Source: an optimization exercise on an open RTL-to-GDS flow (aim: small area, a short achievable clock period and few clock cycles). Production flows keep margins and buffers that such runs may drop.
In this exercise RTL edits were held to simulation tests only and were not proved equivalent to the original.

Setup of before:
// MAU
module MAU (output logic busy,
			output logic [15:0] dbs_output, dbi_output,
			input logic [15:0] data_bus_supr, data_bus_infr,
			input logic [15:0] matRAM,
			input logic start, mode, clk, reset, add_mode);
Size: roughly 1700 cells after synthesis, ~16000 um^2 of cells after synthesis.
==> flow/config.mk <==
export PLATFORM = sky130hd
export DESIGN_NAME = MAU
export DESIGN_NICKNAME = MAU
export VERILOG_FILES = /design/flow/design.v
export SDC_FILE = /design/flow/constraint.sdc
export NUM_CORES = 4
export LEC_CHECK = 0
export CAP_MARGIN = 20
export CORE_MARGIN = 2
export CORE_UTILIZATION = 40
export SETUP_SLACK_MARGIN = 5
export SLEW_MARGIN = 20
==> flow/constraint.sdc <==
create_clock -name core_clock -period 10.0 [get_ports {clk}]
set_input_delay 2.0000 -clock core_clock [delete_from_list [all_inputs] [get_ports {clk}]]
set_output_delay 2.0000 -clock core_clock [all_outputs]
set_load 0.01 [all_outputs]
run.sh (not shown) runs the stock make flow with config.mk's settings and CLKGATE_MAP_FILE= SYNTH_SCRIPT=/design/flow/synth_recipe.tcl, a recipe that flattens the netlist after the stock synthesis.
before went all the way through synthesis, placement and routing and the layout is clean on timing, DRC and antenna.
Testbench counts of before, summed over its fixed seeds: cycles 32,000.
#### Input delta (after over before)
- clearing SETUP_SLACK_MARGIN, which used to be 5
Notes after the runs:
Changes observed in after relative to before: growth of design area from synthesis to finish shrank by 12 points, final worst hold slack has increased. Of after and before, after shows the higher first-pass iteration count of the detailed router, with before below it. Cmp after and before / global-route usage / higher: before. before has lower fraction of standard cell area that is sequential than after. Comparing after and before, cell area is higher on before. Per the comparison of after with before, total detailed-routing wirelength went down 3.3 mm; non-clock buffer count saw a decrease.

========
MAU, a different RTL version from the one above (not shown whole).
For scale: ~1700 cells after synthesis, about 170 flip-flops, about 0.016 sq mm of cells after synthesis.
clock: 10.0 ns
lec_check: 0
cap_margin: 20
core_margin: 2
core_utilization: 55
setup_slack_margin: 5.0
slew_margin: 20
The starting point passed the timing, DRC and antenna checks.
Testbench counts at the start, summed over its fixed seeds: cycles 32,000.
Rerun with:
--- a/flow/config.mk
+++ b/flow/config.mk
@@ -10,2 +10,2 @@
-export CORE_UTILIZATION = 55
-export SETUP_SLACK_MARGIN = 5.0
+export CORE_UTILIZATION = 40
+export SETUP_SLACK_MARGIN = 4.6
What happened: Design area falls by 1.3%. Hold slack loses 16 ps. Core utilization falls by 19 points. Setup slack loses 240 ps. Sequential share of layout area rises by 0.23 points.
Rerun with:
--- a/flow/config.mk
+++ b/flow/config.mk
@@ -11 +11 @@
-export SETUP_SLACK_MARGIN = 4.6
+export SETUP_SLACK_MARGIN = 5.0
After rerunning: Critical path depth is lower by 11. Non-clock buffer count is higher by 7. Via count stays flat. Die area stays the same. Cell area is higher by 1.2%. Clock skew barely changes.
Rerun with:
--- a/flow/config.mk
+++ b/flow/config.mk
@@ -10,0 +11 @@
+export PLACE_DENSITY = 0.8
Result: The changed run finished clean. Non-clock buffer count went up by 7. Cell count went up by 0.31%. Global-route usage went down by 0.44 points. Cell area went up by about 0.9%. Die area stays the same. Via count went up by about 4.4%.

========
## the reference run
The RTL this note starts from:
==> flow/design.v <==
module FP_Input_Pipe (output logic [17:0] mantissa,
					output logic [4:0] exponent,
					output logic sign,
					input logic [15:0] FP16);
	always_comb
	begin
		mantissa = {(|FP16[14:10]), FP16[9:0], 7'd0};
		exponent = FP16[14:10];
		sign = FP16[15];
	end
endmodule
module FP_Output_Pipe (output logic [15:0] FP16,
					input logic [17:0] mantissa,
					input logic [4:0] exponent,
					input logic sign);
	logic [10:0] rounded_mantissa;
	logic round_up, overflow;
	always_comb
	begin
		round_up = mantissa[6];  
		rounded_mantissa = mantissa[16:7] + (round_up ? 10'd1 : '0);
		overflow = rounded_mantissa[10];
		FP16[15] = sign;
		FP16[14:10] = exponent + ((overflow && ~&exponent) ? 5'd1 : '0);
		FP16[9:0] = rounded_mantissa[9:0];
	end
endmodule
module IM_LZC18 (output logic [4:0] lz,
				input logic [17:0] number);
	always_comb
	begin
		lz = 5'd18;
		for (int i = 0; i < 18; i++)
			if (number[i]) lz = 5'(17 - i);
	end
endmodule
module MULT11 (dout, a, b);
	output [21:0] dout;
	input [10:0] a;
	input [10:0] b;
	assign dout = a * b;
endmodule
module MAU_Multiplier (output logic [17:0] c_mantissa,
					output logic [4:0] c_exponent,
					output logic c_sign,
					input logic [15:0] a, b);
	logic [21:0] mult_output;
	logic [5:0] initial_exp;
	MULT11 mult0 (
        .dout(mult_output),
        .a({(|a[14:10]), a[9:0]}),
        .b({(|b[14:10]), b[9:0]})
    );
	always_comb
	begin
		initial_exp = a[14:10] + b[14:10];
		c_mantissa = mult_output[21:4];
		c_exponent = (initial_exp < 6'd14) ? 5'd0 : ((initial_exp >= 6'd46) ? 5'd31 : 5'(initial_exp - 6'd14));
		c_sign = a[15] ^ b[15];
	end
endmodule
module MAU_Adder_Align (output logic [17:0] sum,
				output logic [4:0] large_e,
				output logic ovf, sign,
				input logic [17:0] q_mantissa, p_mantissa,
				input logic [4:0] q_exponent, p_exponent,
				input logic q_sign, p_sign,
				input logic q_large,
				input logic [4:0] diff);
	logic [17:0] large_m, small_m, value, addend;
	logic large_s, small_s, sub;
	logic [18:0] t;
	logic [17:0] u;
	always_comb
	begin
		large_m = q_large ? q_mantissa : p_mantissa;
		small_m = q_large ? p_mantissa : q_mantissa;
		large_e = q_large ? q_exponent : p_exponent;
		large_s = q_large ? q_sign : p_sign;
		small_s = q_large ? p_sign : q_sign;
		value = small_m >> diff;
		sub = large_s ^ small_s;
		addend = sub ? ~value : value;
		t = {1'b0, large_m} + {1'b0, addend};
		u = large_m + addend + 18'd1;
		ovf = ~sub & t[18];
		if (~sub)
		begin
			sum = t[18] ? t[18:1] : t[17:0];
			sign = large_s;
		end
		else if (t[18])
		begin
			sum = u;                  
			sign = large_s;
		end
		else
		begin
			sum = ~t[17:0];           
			sign = small_s;
		end
	end
endmodule
module MAU_Adder_Norm (output logic [17:0] c_mantissa,
				output logic [4:0] c_exponent, sh,
				input logic [17:0] sum,
				input logic [4:0] large_e,
				input logic ovf);
	logic [17:0] limit;
	assign limit = sum | (18'h20000 >> large_e);
	IM_LZC18 lzc0 (
		.lz(sh),
		.number(limit)
	);
	always_comb
	begin
		c_mantissa = sum << sh;
		c_exponent = large_e - sh + {4'd0, ovf};
	end
endmodule
module MAU (output logic busy,
			output logic [15:0] dbs_output, dbi_output,
			input logic [15:0] data_bus_supr, data_bus_infr,
			input logic [15:0] matRAM,
			input logic start, mode, clk, reset, add_mode);
	logic [3:0] step;
	logic [15:0] hold_s, hold_i, mat;
	logic [17:0] p_m, q_m, r_m, mult_m, norm_m;
	logic [4:0] p_e, q_e, r_e, mult_e, norm_e, norm_sh;
	logic p_s, q_s, r_s, mult_s;
	logic q_large, next_q_large;
	logic [4:0] diff, next_diff;
	logic [17:0] x_sum, align_sum;
	logic [4:0] x_e, align_e, align_e_inc;
	logic x_ovf, x_s, align_ovf, align_s;
	logic [6:0] x_d, x_nd, x_d_ovf, d, nd;
	logic d_pos;
	MAU_Multiplier m_mult0 (
		.c_mantissa(mult_m),
		.c_exponent(mult_e),
		.c_sign(mult_s),
		.a(hold_s),
		.b(mat)
	);
	MAU_Adder_Align m_align0 (
		.sum(align_sum),
		.large_e(align_e),
		.ovf(align_ovf),
		.sign(align_s),
		.q_mantissa(q_m),
		.p_mantissa(p_m),
		.q_exponent(q_e),
		.p_exponent(p_e),
		.q_sign(q_s),
		.p_sign(p_s),
		.q_large(q_large),
		.diff(diff)
	);
	MAU_Adder_Norm m_norm0 (
		.c_mantissa(norm_m),
		.c_exponent(norm_e),
		.sh(norm_sh),
		.sum(x_sum),
		.large_e(x_e),
		.ovf(x_ovf)
	);
	FP_Output_Pipe out0 (
		.FP16(dbs_output),
		.mantissa(r_m),
		.exponent(r_e),
		.sign(r_s)
	);
	FP_Output_Pipe out1 (
		.FP16(dbi_output),
		.mantissa(q_m),
		.exponent(q_e),
		.sign(q_s)
	);
	assign align_e_inc = align_e + 5'd1;
	always_comb
	begin
		d = x_ovf ? x_d_ovf : (x_d + {2'd0, norm_sh});
		nd = x_ovf ? -x_d_ovf : (x_nd - {2'd0, norm_sh});
		d_pos = ~d[6] && (d != 7'd0);
		if (step == 4'd8)
		begin
			next_q_large = ~d_pos;
			next_diff = d_pos ? d[4:0] : nd[4:0];
		end
		else
		begin
			next_q_large = p_e > mult_e;
			next_diff = (p_e > mult_e) ? (p_e - mult_e) : (mult_e - p_e);
		end
	end
	assign busy = (step != 4'd0);
	always_ff @ (posedge clk, posedge reset)
	begin
		if (reset)
			step <= 4'd0;
		else if (step == 4'd0)
		begin
			if (start) step <= 4'd1;
		end
		else if ((step == 4'd8 && mode) || step == 4'd10)
			step <= 4'd0;
		else
			step <= step + 4'd1;
	end
	always_ff @ (posedge clk)
	begin
		mat <= matRAM;
		if (step == 4'd1 || (step == 4'd4 && ~(mode && ~add_mode)))
		begin
			hold_s <= data_bus_supr;
			hold_i <= data_bus_infr;
		end
		else if (step == 4'd2 || step == 4'd4 || step == 4'd5)
		begin
			hold_s <= hold_i;
			hold_i <= hold_s;
		end
		if (step == 4'd8)
			{p_m, p_e, p_s} <= {r_m, r_e, r_s};
		else
			{p_m, p_e, p_s} <= {mult_m, mult_e, mult_s};
		if (step == 4'd8)
			{q_m, q_e, q_s} <= {norm_m, norm_e, x_s};
		else if (step == 4'd3 || step == 4'd6)
			{q_m, q_e, q_s} <= {p_m, p_e, p_s};
		q_large <= next_q_large;
		diff <= next_diff;
		{x_sum, x_e, x_ovf, x_s} <= {align_sum, align_e, align_ovf, align_s};
		x_d <= {2'd0, r_e} - {2'd0, align_e};
		x_nd <= {2'd0, align_e} - {2'd0, r_e};
		x_d_ovf <= {2'd0, r_e} - {2'd0, align_e_inc};
		if (step == 4'd5 || step == 4'd10)
			{r_m, r_e, r_s} <= {norm_m, norm_e, x_s};
	end
endmodule
==> flow/config.mk <==
export PLATFORM = sky130hd
export DESIGN_NAME = MAU
export DESIGN_NICKNAME = MAU
export VERILOG_FILES = /design/flow/design.v
export SDC_FILE = /design/flow/constraint.sdc
export NUM_CORES = 4
export LEC_CHECK = 0
export CAP_MARGIN = 20
export CORE_MARGIN = 2
export CORE_UTILIZATION = 65
export SLEW_MARGIN = 20
==> flow/constraint.sdc <==
create_clock -name core_clock -period 10.0 [get_ports {clk}]
set_input_delay 2.0000 -clock core_clock [delete_from_list [all_inputs] [get_ports {clk}]]
set_output_delay 2.0000 -clock core_clock [all_outputs]
set_load 0.01 [all_outputs]
The reference run completed end to end with timing, DRC and antenna clean.
Testbench counts of the reference run, summed over its fixed seeds: cycles 32,000.
Relative to the reference run, the following input files were edited for the trial run:
Settings: CORE_UTILIZATION now 40, was 65.
Findings:
The trial run -> the reference run: final net count flat
Delta (the trial run minus the reference run): post-layout worst setup margin went up by 0.089 ns.
The trial run: height of the die higher than the reference run
The detail-routed via count per cell of the trial run falls short of that of the reference run by 10%.
The run showing the smaller total instance count after detailed placement is the reference run.
Taking the reference run as the reference, in the trial run count of filler cells inserted in the layout has increased; wire length has increased.
In the flow results for the reference run and the trial run, the synthesis-to-layout area growth is larger on the trial run.
The trial run vs the reference run — design area rose 1.6%.
The trial run ended with less clock-buffer cell count than the reference run.

========
run 1:
Another version of the RTL of MAU (not shown whole).
Size in the first run: ~1700 cells after synthesis, roughly 86 I/O pins, roughly 16000 µm² of cells after synthesis.
export LEC_CHECK = 0
export CAP_MARGIN = 20
export CORE_MARGIN = 2
export CORE_UTILIZATION = 40
export SETUP_SLACK_MARGIN = 5.0
export SLEW_MARGIN = 20
create_clock -name core_clock -period 10.0 [get_ports {clk}]
Run 1 was carried through to the last stage, and its layout satisfied the timing, DRC and antenna checks.
Testbench counts of run 1, summed over its fixed seeds: cycles 32,000.
Modified inputs, run 2 compared to run 1
- SETUP_SLACK_MARGIN no longer set, was 5.0
==> run notes <==
- [run 2 vs run 1] global-route wire length before repair: lower in run 2
- Summary: with run 1 as the reference, total wire length in run 2 moved down by a few percent.
- The clock distribution area overhead in the final layout on run 1 is in line with that on run 2.
- Run 2 vs run 1, sequential share of layout area went up by 0.50 points.
- Run 2 falls short of run 1 in fmax.
- The critical path start-end classification comes out reg -> out in one run and reg -> reg in the other, namely in run 1 and run 2 respectively.
### run 2 -> run 3
- putting SETUP_SLACK_MARGIN at 4.6 where nothing was set
Results
- Diff run 2 -> run 3: post-route minimum period dropped 0.49 ns; timing-limited maximum frequency now larger.

[port drivers added, routing unchanged]
How much do the figures lean on ideal ports? The routed layouts below were timed once more, with nothing changed but the port constraints. Step 1 assumes that a clkbuf_16 drives the clock port and a buf_2 every other input. Step 2 also shifts input and output timing later by t, the mid clock arrival at the registers, as if the neighbouring blocks saw the same clock. Three values: ideal, step 1, step 2; two values: the first two.
run	t, ns	setup slack, ns	worst hold slack (ns)	slew at the worst register clock pin (ns)	pins driven straight from the clock port
before	0.511	3.717 / 3.717 / 3.717	0.432 / 0.432 / 0.432	0.08 / 0.08	1
after	0.492	2.841 / 2.841 / 2.841	0.448 / 0.448 / 0.448	0.08 / 0.08	1
the first run of note 2	0.510	5.162 / 5.144 / 5.162	0.436 / 0.436 / 0.436	0.08 / 0.08	1
the second run of note 2	0.500	4.919 / 4.880 / 4.919	0.420 / 0.420 / 0.420	0.08 / 0.08	1
the third run of note 2	0.504	5.131 / 5.081 / 5.231	0.423 / 0.423 / 0.423	0.08 / 0.08	1
the fourth run of note 2	0.490	5.204 / 5.156 / 5.237	0.446 / 0.446 / 0.446	0.08 / 0.08	1
the reference run	0.487	3.783 / 3.783 / 3.783	0.455 / 0.455 / 0.455	0.08 / 0.08	1
the trial run	0.516	3.871 / 3.871 / 3.871	0.453 / 0.453 / 0.453	0.09 / 0.09	1
run 1	0.503	5.112 / 5.057 / 5.156	0.467 / 0.467 / 0.467	0.08 / 0.08	1
run 2	0.503	4.316 / 4.316 / 4.316	0.468 / 0.468 / 0.468	0.08 / 0.08	1
run 3	0.506	4.809 / 4.753 / 4.845	0.467 / 0.467 / 0.467	0.08 / 0.08	1
After both steps every run listed still meets setup and hold.
